Background: an optimization exercise with open tools, aiming at small area. Do not read the settings as production practice. RTL that was checked went through simulation tests only; none was proved equivalent to the original. The clock port is modelled as an ideal driver, which makes a skipped or thinned clock tree look cheaper than it is; a real chip needs a root buffer or a tree. No activity file was given, so power comes from the tool's default toggle rates.

==> run F <==
==> flow/design.v (excerpt) <==
module top_module(
	input wire floor1_btn,
	input wire floor2_btn,
	input wire floor3_btn,
	input wire floor4_btn,
	output reg floor1_led,
	output reg floor2_led,
	output reg floor3_led,
	output reg floor4_led,
	output reg door_open_led,
	output reg door_close_led,
	input wire door_open_sw,
	input wire door_close_sw,
	input clk,
	input wire rst,
	output reg [10:0] display_floor,
	input wire call_btn,
	output reg call_led1,
	output reg call_led2,
	input wire out1_up_sw,
	input wire out2_up_sw,
	input wire out2_down_sw,
	input wire out3_up_sw,
	input wire out3_down_sw,
	input wire out4_down_sw,
	output reg out1_up_led,
	output reg out2_up_led,
	output reg out2_down_led,
	output reg out3_up_led,
	output reg out3_down_led,
	output reg out4_down_led,
	input wire led_out_test_sw
    );
clock: 10.0 ns
lec_check: 0
cap_margin: 20
core_margin: 2
core_utilization: 40
slew_margin: 20
standard.sh (not shown) runs the stock make flow with config.mk's settings and CLKGATE_MAP_FILE= SYNTH_SCRIPT=/design/flow/synth_recipe.tcl, a recipe that flattens the netlist after the stock synthesis.
==> flow/flow/run.sh <==
#!/bin/bash
# The standard ORFS layout (standard.sh) with these changes:
#  - synthesis maps the logic with an area-oriented ABC script (synth_area.tcl),
#    best of a few &deepsyn seeds, and leaves adders to ABC (no half-adder
#    extraction); yosys's steps, registers and names are those of
#    synth_recipe.tcl
#  - ports are buffered with the smallest buffer
#  - clock tree: manual_cts.tcl replaces ORFS's CTS step; the clock port
#    drives four 16x clock buffers, each driving a quarter of the flip-flops
# Each tool's output is in orfs/logs/ (the clock tree step's in
# orfs/logs/sky130hd/top_module/base/4_1_cts.log); make's output in standard.log.
set -e
F=$PWD/flow
ARGS=(SYNTH_SCRIPT=$F/synth_area.tcl AREA_ABC_SEEDS=6 AREA_ABC_STEPS=500 ADDER_MAP_FILE=
  "BUFFER_PORTS_ARGS=-buffer_cell sky130_fd_sc_hd__buf_1")
bash standard.sh "${ARGS[@]}" place > standard.log 2>&1
bash standard.sh "${ARGS[@]}" run RUN_SCRIPT=$F/manual_cts.tcl RUN_LOG_NAME_STEM=4_1_cts >> standard.log 2>&1
bash standard.sh "${ARGS[@]}" finish >> standard.log 2>&1
==> flow/flow/manual_cts.tcl <==
# In place of ORFS's CTS step (cts.tcl): the clock port drives four 16x
# clock buffers directly, each driving a quarter of the flip-flops, split by
# placement (at the median x, then at the median y in each half). The rest
# follows cts.tcl: legalize, repair timing, legalize, write 4_1_cts.odb and
# 4_cts.sdc.
utl::set_metrics_stage "cts__{}"
source $::env(SCRIPTS_DIR)/load.tcl
erase_non_stage_variables cts
load_design 3_place.odb 3_place.sdc

proc manual_clock_tree { nbuf master_name } {
  set block [ord::get_db_block]
  set master [[ord::get_db] findMaster $master_name]
  set clk_net [$block findNet clk]
  set sinks {}
  foreach it [$clk_net getITerms] {
    set box [[$it getInst] getBBox]
    lappend sinks [list $it [expr {([$box xMin] + [$box xMax]) / 2}] \
      [expr {([$box yMin] + [$box yMax]) / 2}]]
  }
  set byx [lsort -integer -index 1 $sinks]
  set half [expr {[llength $byx] / 2}]
  set k [expr {$nbuf / 2}]
  set groups {}
  foreach part [list [lrange $byx 0 [expr {$half - 1}]] [lrange $byx $half end]] {
    set byy [lsort -integer -index 2 $part]
    set m [llength $byy]
    for {set g 0} {$g < $k} {incr g} {
      lappend groups [lrange $byy [expr {$g * $m / $k}] [expr {($g + 1) * $m / $k - 1}]]
    }
  }
  set i 0
  foreach grp $groups {
    set net [odb::dbNet_create $block "clknet_$i"]
    $net setSigType CLOCK
    set inst [odb::dbInst_create $block $master "clkbuf_$i"]
    set sx 0
    set sy 0
    foreach s $grp {
      set it [lindex $s 0]
      $it disconnect
      $it connect $net
      incr sx [lindex $s 1]
      incr sy [lindex $s 2]
    }
    set cnt [llength $grp]
    [$inst findITerm A] connect $clk_net
    [$inst findITerm X] connect $net
    $inst setLocation [expr {$sx / $cnt}] [expr {$sy / $cnt}]
    $inst setPlacementStatus PLACED
    puts "clock buffer clkbuf_$i drives $cnt flip-flops"
    incr i
  }
}

manual_clock_tree 4 sky130_fd_sc_hd__clkbuf_16
set_propagated_clock [all_clocks]

set_placement_padding -global \
  -left $::env(CELL_PAD_IN_SITES_DETAIL_PLACEMENT) \
  -right $::env(CELL_PAD_IN_SITES_DETAIL_PLACEMENT)
detailed_placement
estimate_parasitics -placement
report_clock_skew
if { !$::env(SKIP_CTS_REPAIR_TIMING) } {
  repair_timing_helper
  detailed_placement
}
check_placement -verbose
report_metrics 4 "cts final"
orfs_write_db $::env(RESULTS_DIR)/4_1_cts.odb
orfs_write_sdc $::env(RESULTS_DIR)/4_cts.sdc
==> flow/flow/synth_area.tcl <==
# synth_recipe.tcl with an area-oriented ABC mapping in place of ORFS's
# delay-oriented one: the same yosys steps, registers and names; only the
# combinational logic between the registers is mapped differently.
# The mapping tries a few seeds of ABC's &deepsyn (each stopping after a
# fixed number of steps without improvement, so the result does not depend on
# the machine's speed) and keeps the netlist with the smallest cell area.
proc synth {args} { yosys synth -nofsm -noshare {*}$args }
proc abc {args} {
  set out {}
  set libs {}
  set skip 0
  set prev ""
  foreach a $args {
    if { $skip } { set skip 0; set prev $a; continue }
    if { $a eq "-script" || $a eq "-D" || $a eq "-constr" } { set skip 1; continue }
    if { $prev eq "-liberty" } { lappend libs -liberty $a }
    lappend out $a
    set prev $a
  }
  set seeds [expr { [info exists ::env(AREA_ABC_SEEDS)] ? $::env(AREA_ABC_SEEDS) : 4 }]
  set steps [expr { [info exists ::env(AREA_ABC_STEPS)] ? $::env(AREA_ABC_STEPS) : 500 }]
  yosys design -save pre_abc
  set best -1
  for { set s 0 } { $s < $seeds } { incr s } {
    yosys design -load pre_abc
    set f $::env(OBJECTS_DIR)/area_$s.abc
    set fh [open $f w]
    puts $fh "strash\n&get -n\n&deepsyn -S $s -J $steps -T 600\n&put\ndch -f\namap\ntopo"
    close $fh
    yosys abc -script $f {*}$out
    set rpt $::env(OBJECTS_DIR)/area_$s.txt
    yosys tee -q -o $rpt stat {*}$libs
    set fh [open $rpt r]
    set txt [read $fh]
    close $fh
    regexp {Chip area for module '[^']*': ([0-9.]+)} $txt -> area
    puts "area ABC seed $s: $area"
    if { $best < 0 || $area < $best } {
      set best $area
      yosys design -save best_abc
    }
  }
  yosys design -load best_abc
  puts "area ABC best: $best"
}
source $::env(SCRIPTS_DIR)/synth.tcl
# left out here: clear keep_hierarchy, flatten, clean up, hide names made inside functions, write 1_2_yosys.v
==> run R (differences from run F) <==
--- a/flow/design.v
+++ b/flow/design.v
@@ -1,37 +1,24 @@
 `timescale 1ns / 1ps
-module btn_debounce(
-	input wire clk,
-	input wire rst,
-	input wire btn,
-	output wire press
-    );
-	localparam [4:0] I1  = 5'b01000;
-	localparam [4:0] C19 = 5'b01010;
-	localparam [4:0] P   = 5'b01011;
-	localparam [4:0] I0  = 5'b01001;
+module btn_debounce(input wire clk, input wire rst, input wire btn, output wire press);
+	localparam [4:0] I1 = 5'b00010;
+	localparam [4:0] C19 = 5'b00000;
+	localparam [4:0] P = 5'b00001;
+	localparam [4:0] I0 = 5'b00011;
 	reg btn_r0;
 	reg [4:0] st;
 	wire ld1 = btn_r0 & (st == C19 || st == P || st == I0 || st == I1);
 	wire ld0 = ~btn_r0 & (st == I0);
 	always @(posedge clk)
-	if(rst)
-	begin
-		btn_r0 <= 1'b0;
-		st <= I0;
-	end
-	else
-	begin
+	if(rst) begin btn_r0 <= 1'b0; st <= I0; end
+	else begin
 		btn_r0 <= btn;
-		if(ld1)
-			st <= I1;
-		else if(ld0)
-			st <= I0;
-		else
-			st <= {~st[3:0], st[4] ~^ st[2]};
+		if(ld1) st <= I1;
+		else if(ld0) st <= I0;
+		else st <= {st[3:0], st[4] ~^ st[2]};
 	end
 	assign press = (st == P);
 endmodule
 `timescale 1ns / 1ps
 module top_module(
 	input wire floor1_btn,
 	input wire floor2_btn,
@@ -68,20 +55,20 @@
 	wire press1, press2, press3, press4, press_call;
 	btn_debounce u_db1(.clk(clk), .rst(rst), .btn(floor1_btn), .press(press1));
 	btn_debounce u_db2(.clk(clk), .rst(rst), .btn(floor2_btn), .press(press2));
 	btn_debounce u_db3(.clk(clk), .rst(rst), .btn(floor3_btn), .press(press3));
 	btn_debounce u_db4(.clk(clk), .rst(rst), .btn(floor4_btn), .press(press4));
 	btn_debounce u_dbc(.clk(clk), .rst(rst), .btn(call_btn), .press(press_call));
 	reg [10:0] n;
-	wire tick = (n == 11'b00101100010);
+	wire tick = (n == 11'b01110100111);
 	always @(posedge clk)
 	if(rst || tick)
 		n <= 11'd0;
 	else
-		n <= {~n[9:0], n[10] ~^ n[8]};
+		n <= {n[9:0], n[10] ~^ n[8]};
 	reg [1:0] now_floor;
 	reg act;				 
 	reg [1:0] tgt;			 
 	reg [1:0] direction;
 	reg [1:0] pointer;
 	reg door_state;
 	reg i1, i2, i3, i4;		 
@@ -270,15 +257,14 @@
 	wire a2_dn = !o3u && o3d && (req == 4'd2 || (req == 4'd6 && !o2u && o2d));
 	wire a2_up = o3u && !o3d && (req == 4'd2 || (req == 4'd6 && o2u && !o2d));
 	always @(posedge clk)
 	if(rst)
 	begin
 		now_floor <= 2'b00;
 		act <= 1'b0;
-		tgt <= 2'b00;
 		direction <= 2'b00;
 		pointer <= 2'b00;
 	end
 	else
 	begin
 		if(direction == 2'b00 && door_state == 0)
 		begin
@@ -473,81 +459,82 @@
 	else
 	begin
 		out1_up_led <= o1u; out2_up_led <= o2u; out2_down_led <= o2d;
 		out3_up_led <= o3u; out3_down_led <= o3d; out4_down_led <= o4d;
 		door_open_led <= door_open_sw;
 		door_close_led <= door_close_sw;
 	end
+	reg [3:0] ph;
+	reg [1:0] val;
+	reg [1:0] slot, nslot;
+	reg hold;
+	wire [3:0] ph_next = (ph == 4'b0001) ? 4'b0110 : {ph[2:0], ph[3] ~^ ph[2]};
+	wire t_odd = (ph == 4'b0110) | (ph == 4'b1001) | (ph == 4'b0101) | (ph == 4'b0100) | (ph == 4'b0000);
+	always @(*)
+	case(ph)
+	4'b1011: begin slot = 2'd0; nslot = 2'd0; hold = 1'b0; end
+	4'b0110: begin slot = 2'd0; nslot = 2'd0; hold = 1'b0; end
+	4'b1100: begin slot = 2'd0; nslot = 2'd1; hold = 1'b0; end
+	4'b1001: begin slot = 2'd1; nslot = 2'd1; hold = 1'b0; end
+	4'b0010: begin slot = 2'd1; nslot = 2'd2; hold = 1'b0; end
+	4'b0101: begin slot = 2'd2; nslot = 2'd2; hold = 1'b0; end
+	4'b1010: begin slot = 2'd2; nslot = 2'd3; hold = 1'b0; end
+	4'b0100: begin slot = 2'd3; nslot = 2'd3; hold = 1'b0; end
+	4'b1000: begin slot = 2'd3; nslot = 2'd3; hold = 1'b1; end
+	4'b0000: begin slot = 2'd3; nslot = 2'd3; hold = 1'b1; end
+	4'b0001: begin slot = 2'd3; nslot = 2'd0; hold = 1'b0; end
+	default: begin slot = 2'd0; nslot = 2'd0; hold = 1'b0; end
+	endcase
+	always @(posedge clk)
+	if(rst)
+	begin
+		ph <= 4'b1011;
+		val <= 2'b00;
+	end
+	else
+	begin
+		ph <= ph_next;
+		if(!hold)
+			case(nslot)
+			2'd0: val <= now_floor;
+			2'd1: val <= pointer;
+			2'd2: val <= {1'b0, door_state};
+			default: val <= direction;
+			endcase
+	end
 	reg call_state;
-	reg [8:0] m;
-	wire blink = (m == 9'b010011000);
+	reg [7:0] b;
+	wire blink = (b == 8'd0) & t_odd;
 	always @(posedge clk)
 	if(rst)
 	begin
 		call_state <= 1'b0;
-		m <= 9'd0;
+		b <= 8'd0;
 		call_led1 <= 1'b0;
 		call_led2 <= 1'b0;
 	end
 	else
 	begin
 		if(press_call)
 			call_state <= ~call_state;
-		m <= (m == 9'b110011111) ? 9'd0 : {~m[7:0], m[8] ~^ m[4]};
+		b <= (b == 8'b10100111) ? 8'd0 : {b[6:0], b[7] ~^ b[4]};
 		if(blink)
 		begin
 			if(call_state)
 			begin
 				call_led1 <= ~call_led1;
 				call_led2 <= call_led1;
 			end
 			else
 			begin
 				call_led1 <= 1'b0;
 				call_led2 <= 1'b0;
 			end
 		end
 	end
-	reg [3:0] ph;
-	reg [1:0] val;
-	reg [1:0] slot, nslot;
-	reg hold;
-	wire [3:0] ph_next = (ph == 4'b1001) ? 4'b0110 : {~ph[2:0], ph[3] ^ ph[0]};
-	always @(*)
-	case(ph)
-	4'b0100: begin slot = 2'd0; nslot = 2'd0; hold = 1'b0; end
-	4'b0110: begin slot = 2'd0; nslot = 2'd0; hold = 1'b0; end
-	4'b0010: begin slot = 2'd0; nslot = 2'd1; hold = 1'b0; end
-	4'b1010: begin slot = 2'd1; nslot = 2'd1; hold = 1'b0; end
-	4'b1011: begin slot = 2'd1; nslot = 2'd2; hold = 1'b0; end
-	4'b1000: begin slot = 2'd2; nslot = 2'd2; hold = 1'b0; end
-	4'b1111: begin slot = 2'd2; nslot = 2'd3; hold = 1'b0; end
-	4'b0000: begin slot = 2'd3; nslot = 2'd3; hold = 1'b0; end
-	4'b1110: begin slot = 2'd3; nslot = 2'd3; hold = 1'b1; end
-	4'b0011: begin slot = 2'd3; nslot = 2'd3; hold = 1'b1; end
-	4'b1001: begin slot = 2'd3; nslot = 2'd0; hold = 1'b0; end
-	default: begin slot = 2'd0; nslot = 2'd0; hold = 1'b0; end
-	endcase
-	always @(posedge clk)
-	if(rst)
-	begin
-		ph <= 4'b0100;
-		val <= 2'b00;
-	end
-	else
-	begin
-		ph <= ph_next;
-		if(!hold)
-			case(nslot)
-			2'd0: val <= now_floor;
-			2'd1: val <= pointer;
-			2'd2: val <= {1'b0, door_state};
-			default: val <= direction;
-			endcase
-	end
 	always @(*)
 	case({slot, val})
 	4'b00_00: display_floor = 11'b1110_1001111;
 	4'b00_01: display_floor = 11'b1110_0010010;
 	4'b00_10: display_floor = 11'b1110_0000110;
 	4'b00_11: display_floor = 11'b1110_1001100;
 	4'b01_00: display_floor = 11'b1111_1111111;
==> run B (differences from run F) <==
--- a/flow/flow/run.sh
+++ b/flow/flow/run.sh
@@ -7,12 +7,12 @@
 #  - ports are buffered with the smallest buffer
 #  - clock tree: manual_cts.tcl replaces ORFS's CTS step; the clock port
 #    drives four 16x clock buffers, each driving a quarter of the flip-flops
 # Each tool's output is in orfs/logs/ (the clock tree step's in
 # orfs/logs/sky130hd/top_module/base/4_1_cts.log); make's output in standard.log.
 set -e
 F=$PWD/flow
-ARGS=(SYNTH_SCRIPT=$F/synth_area.tcl AREA_ABC_SEEDS=6 AREA_ABC_STEPS=500 ADDER_MAP_FILE=
+ARGS=(SYNTH_SCRIPT=$F/synth_area.tcl AREA_ABC_SEEDS=1 AREA_ABC_STEPS=50 ADDER_MAP_FILE=
   "BUFFER_PORTS_ARGS=-buffer_cell sky130_fd_sc_hd__buf_1")
 bash standard.sh "${ARGS[@]}" place > standard.log 2>&1
 bash standard.sh "${ARGS[@]}" run RUN_SCRIPT=$F/manual_cts.tcl RUN_LOG_NAME_STEM=4_1_cts >> standard.log 2>&1
 bash standard.sh "${ARGS[@]}" finish >> standard.log 2>&1
==> flow/flow/manual_cts.tcl (replaced) <==
# In place of ORFS's CTS step (cts.tcl): the clock port drives three or four
# 16x clock buffers directly, each driving a group of the flip-flops split by
# placement. The rest follows cts.tcl: legalize, repair timing, legalize,
# write 4_1_cts.odb and 4_cts.sdc.
utl::set_metrics_stage "cts__{}"
source $::env(SCRIPTS_DIR)/load.tcl
erase_non_stage_variables cts
load_design 3_place.odb 3_place.sdc

# Build the tree: the flip-flops are split into nx columns by x, each column
# into ny groups by y; a buffer at each group's centre drives the group.
proc manual_clock_tree { nx ny master_name } {
  set block [ord::get_db_block]
  set master [[ord::get_db] findMaster $master_name]
  set clk_net [$block findNet clk]
  set sinks {}
  foreach it [$clk_net getITerms] {
    set box [[$it getInst] getBBox]
    lappend sinks [list $it [expr {([$box xMin] + [$box xMax]) / 2}] \
      [expr {([$box yMin] + [$box yMax]) / 2}]]
  }
  set byx [lsort -integer -index 1 $sinks]
  set n [llength $byx]
  set groups {}
  for {set c 0} {$c < $nx} {incr c} {
    set part [lrange $byx [expr {$c * $n / $nx}] [expr {($c + 1) * $n / $nx - 1}]]
    set byy [lsort -integer -index 2 $part]
    set m [llength $byy]
    for {set g 0} {$g < $ny} {incr g} {
      lappend groups [lrange $byy [expr {$g * $m / $ny}] [expr {($g + 1) * $m / $ny - 1}]]
    }
  }
  set i 0
  foreach grp $groups {
    set net [odb::dbNet_create $block "clknet_$i"]
    $net setSigType CLOCK
    set inst [odb::dbInst_create $block $master "clkbuf_$i"]
    set sx 0
    set sy 0
    foreach s $grp {
      set it [lindex $s 0]
      $it disconnect
      $it connect $net
      incr sx [lindex $s 1]
      incr sy [lindex $s 2]
    }
    set cnt [llength $grp]
    [$inst findITerm A] connect $clk_net
    [$inst findITerm X] connect $net
    $inst setLocation [expr {$sx / $cnt}] [expr {$sy / $cnt}]
    $inst setPlacementStatus PLACED
    puts "clock buffer clkbuf_$i drives $cnt flip-flops"
    incr i
  }
  return $i
}

# Undo manual_clock_tree: the flip-flops go back on the clock net.
proc remove_clock_tree { nbuf } {
  set block [ord::get_db_block]
  set clk_net [$block findNet clk]
  for {set i 0} {$i < $nbuf} {incr i} {
    set net [$block findNet "clknet_$i"]
    set inst [$block findInst "clkbuf_$i"]
    foreach it [$net getITerms] {
      if { [$it getInst] != $inst } {
        $it disconnect
        $it connect $clk_net
      }
    }
    odb::dbInst_destroy $inst
    odb::dbNet_destroy $net
  }
}

proc worst_clock_pin_slew { } {
  set worst 0
  foreach p [get_pins -hierarchical */CLK] {
    set s [get_property $p slew_max]
    if { $s > $worst } { set worst $s }
  }
  return $worst
}

set_placement_padding -global \
  -left $::env(CELL_PAD_IN_SITES_DETAIL_PLACEMENT) \
  -right $::env(CELL_PAD_IN_SITES_DETAIL_PLACEMENT)

set best_nx 2
set best_ny 2
set best_slew 1e9
foreach cfg {{1 3} {3 1}} {
  lassign $cfg nx ny
  set nb [manual_clock_tree $nx $ny sky130_fd_sc_hd__clkbuf_16]
  detailed_placement
  set_propagated_clock [all_clocks]
  estimate_parasitics -placement
  set sl [worst_clock_pin_slew]
  puts "three buffers ($nx x $ny): worst estimated clock pin slew $sl"
  remove_clock_tree $nb
  if { $sl < $best_slew } {
    set best_slew $sl
    set best_nx $nx
    set best_ny $ny
  }
}
if { $best_slew > 0.124 } {
  set best_nx 2
  set best_ny 2
}
puts "clock tree: $best_nx x $best_ny buffers"
manual_clock_tree $best_nx $best_ny sky130_fd_sc_hd__clkbuf_16
set_propagated_clock [all_clocks]
set_placement_padding -global \
  -left $::env(CELL_PAD_IN_SITES_DETAIL_PLACEMENT) \
  -right $::env(CELL_PAD_IN_SITES_DETAIL_PLACEMENT)
detailed_placement
estimate_parasitics -placement
report_clock_skew
if { !$::env(SKIP_CTS_REPAIR_TIMING) } {
  repair_timing_helper
  detailed_placement
}
check_placement -verbose
report_metrics 4 "cts final"
orfs_write_db $::env(RESULTS_DIR)/4_1_cts.odb
orfs_write_sdc $::env(RESULTS_DIR)/4_cts.sdc
==> run notes <==
- Against run R, the die area of run B is higher by 0.78%.
- Combinational power is about the same in run F and run B.
- Sequential power: run R < run B < run F.
- Global-route usage, highest first: run B, run F, run R.
- Sequential share of layout area: run B < run R < run F.
- Of run B and run R, run B has the higher synthesized area (gap 0.81%, measured against run R).
- Worst setup slack, highest first: run B, run F, run R.
- Sequential cell count: run R is lower than run B (1).
- The highest power belongs to run F, the lowest to run B.
==> figures <==
Skew final: run R 15.81 ps; run F 10.84 ps; run B 9.132 ps
Sequential share of cell area: run R 43.82%; run F 44.97%; run B 43.76%
Overall Power: run R 0.7040 mW; run F 0.7051 mW; run B 0.6911 mW
Layout Area Growth over Synthesis: run R 10.65%; run F 10.93%; run B 9.916%
Multi-input logic cell count: run R 347; run F 344; run B 363
Met3 routed WL: run R 393 um; run F 446 um; run B 346 um
M2 GR Usage: run R 27.82%; run F 29.21%; run B 29.23%
Worst-case vdd ir drop: run R 0.07767 mV; run F 0.09216 mV; run B 0.08899 mV
Via count: run R 3576; run F 3484; run B 3654
Status: run R timing/DRC/antenna clean; run F timing/DRC/antenna clean; run B timing/DRC/antenna clean
Syn_area_per_cell: run R 7.915 um^2; run F 7.960 um^2; run B 7.780 um^2
All-Layer GR Usage: run R 16.12%; run F 16.40%; run B 16.65%
Final HPWL from detailed placement: run R 6.668 mm; run F 6.265 mm; run B 6.818 mm
Number of instances on the worst hold path: run R 2; run F 1; run B 1
Met2 WL: run R 3.989 mm; run F 3.858 mm; run B 4.203 mm
Start point of the critical path: run R ph[2]; run F ph[1]; run B ph[1]
Number of flops mapped to enable cells by yosys: run R 2; run F 0; run B 0
Gpl congestion: run R 0.8982; run F 0.9262; run B 0.9621
Total power density per cell area: run R 158.9 mW/mm^2; run F 163.3 mW/mm^2; run B 155.7 mW/mm^2
For run R, only the layout was checked, not whether the RTL still works. No run of this note takes its clock network from TritonCTS; it comes from the design's own scripts or RTL.

-- port drivers added, routing unchanged --
No port has a modelled driver above. Below, the same layouts with a new extraction and two added sets of constraints.
Step 1 (the two cells are an assumption about what drives the block):
set clk [get_ports {clk}]
set_driving_cell -lib_cell sky130_fd_sc_hd__clkbuf_16 $clk
set_driving_cell -lib_cell sky130_fd_sc_hd__buf_2 [delete_from_list [all_inputs] $clk]
Step 2 times the ports against the registers' clock, not the clock port: input delays grow and output delays shrink by t, the midpoint of the rising clock arrivals with the driver on.
a / b / c = no drivers / after step 1 / after step 2; a / b = the first two.
run | t, ns | slack for setup (ns) | worst data-port slew with drivers (ns)
run F | 0.230 | 5.760 / 5.681 / 5.911 | 0.03
run R | 0.234 | 5.553 / 5.475 / 5.709 | 0.03
run B | 0.230 | 6.024 / 5.966 / 6.178 | 0.03
After both steps setup and hold are still met in every run listed.
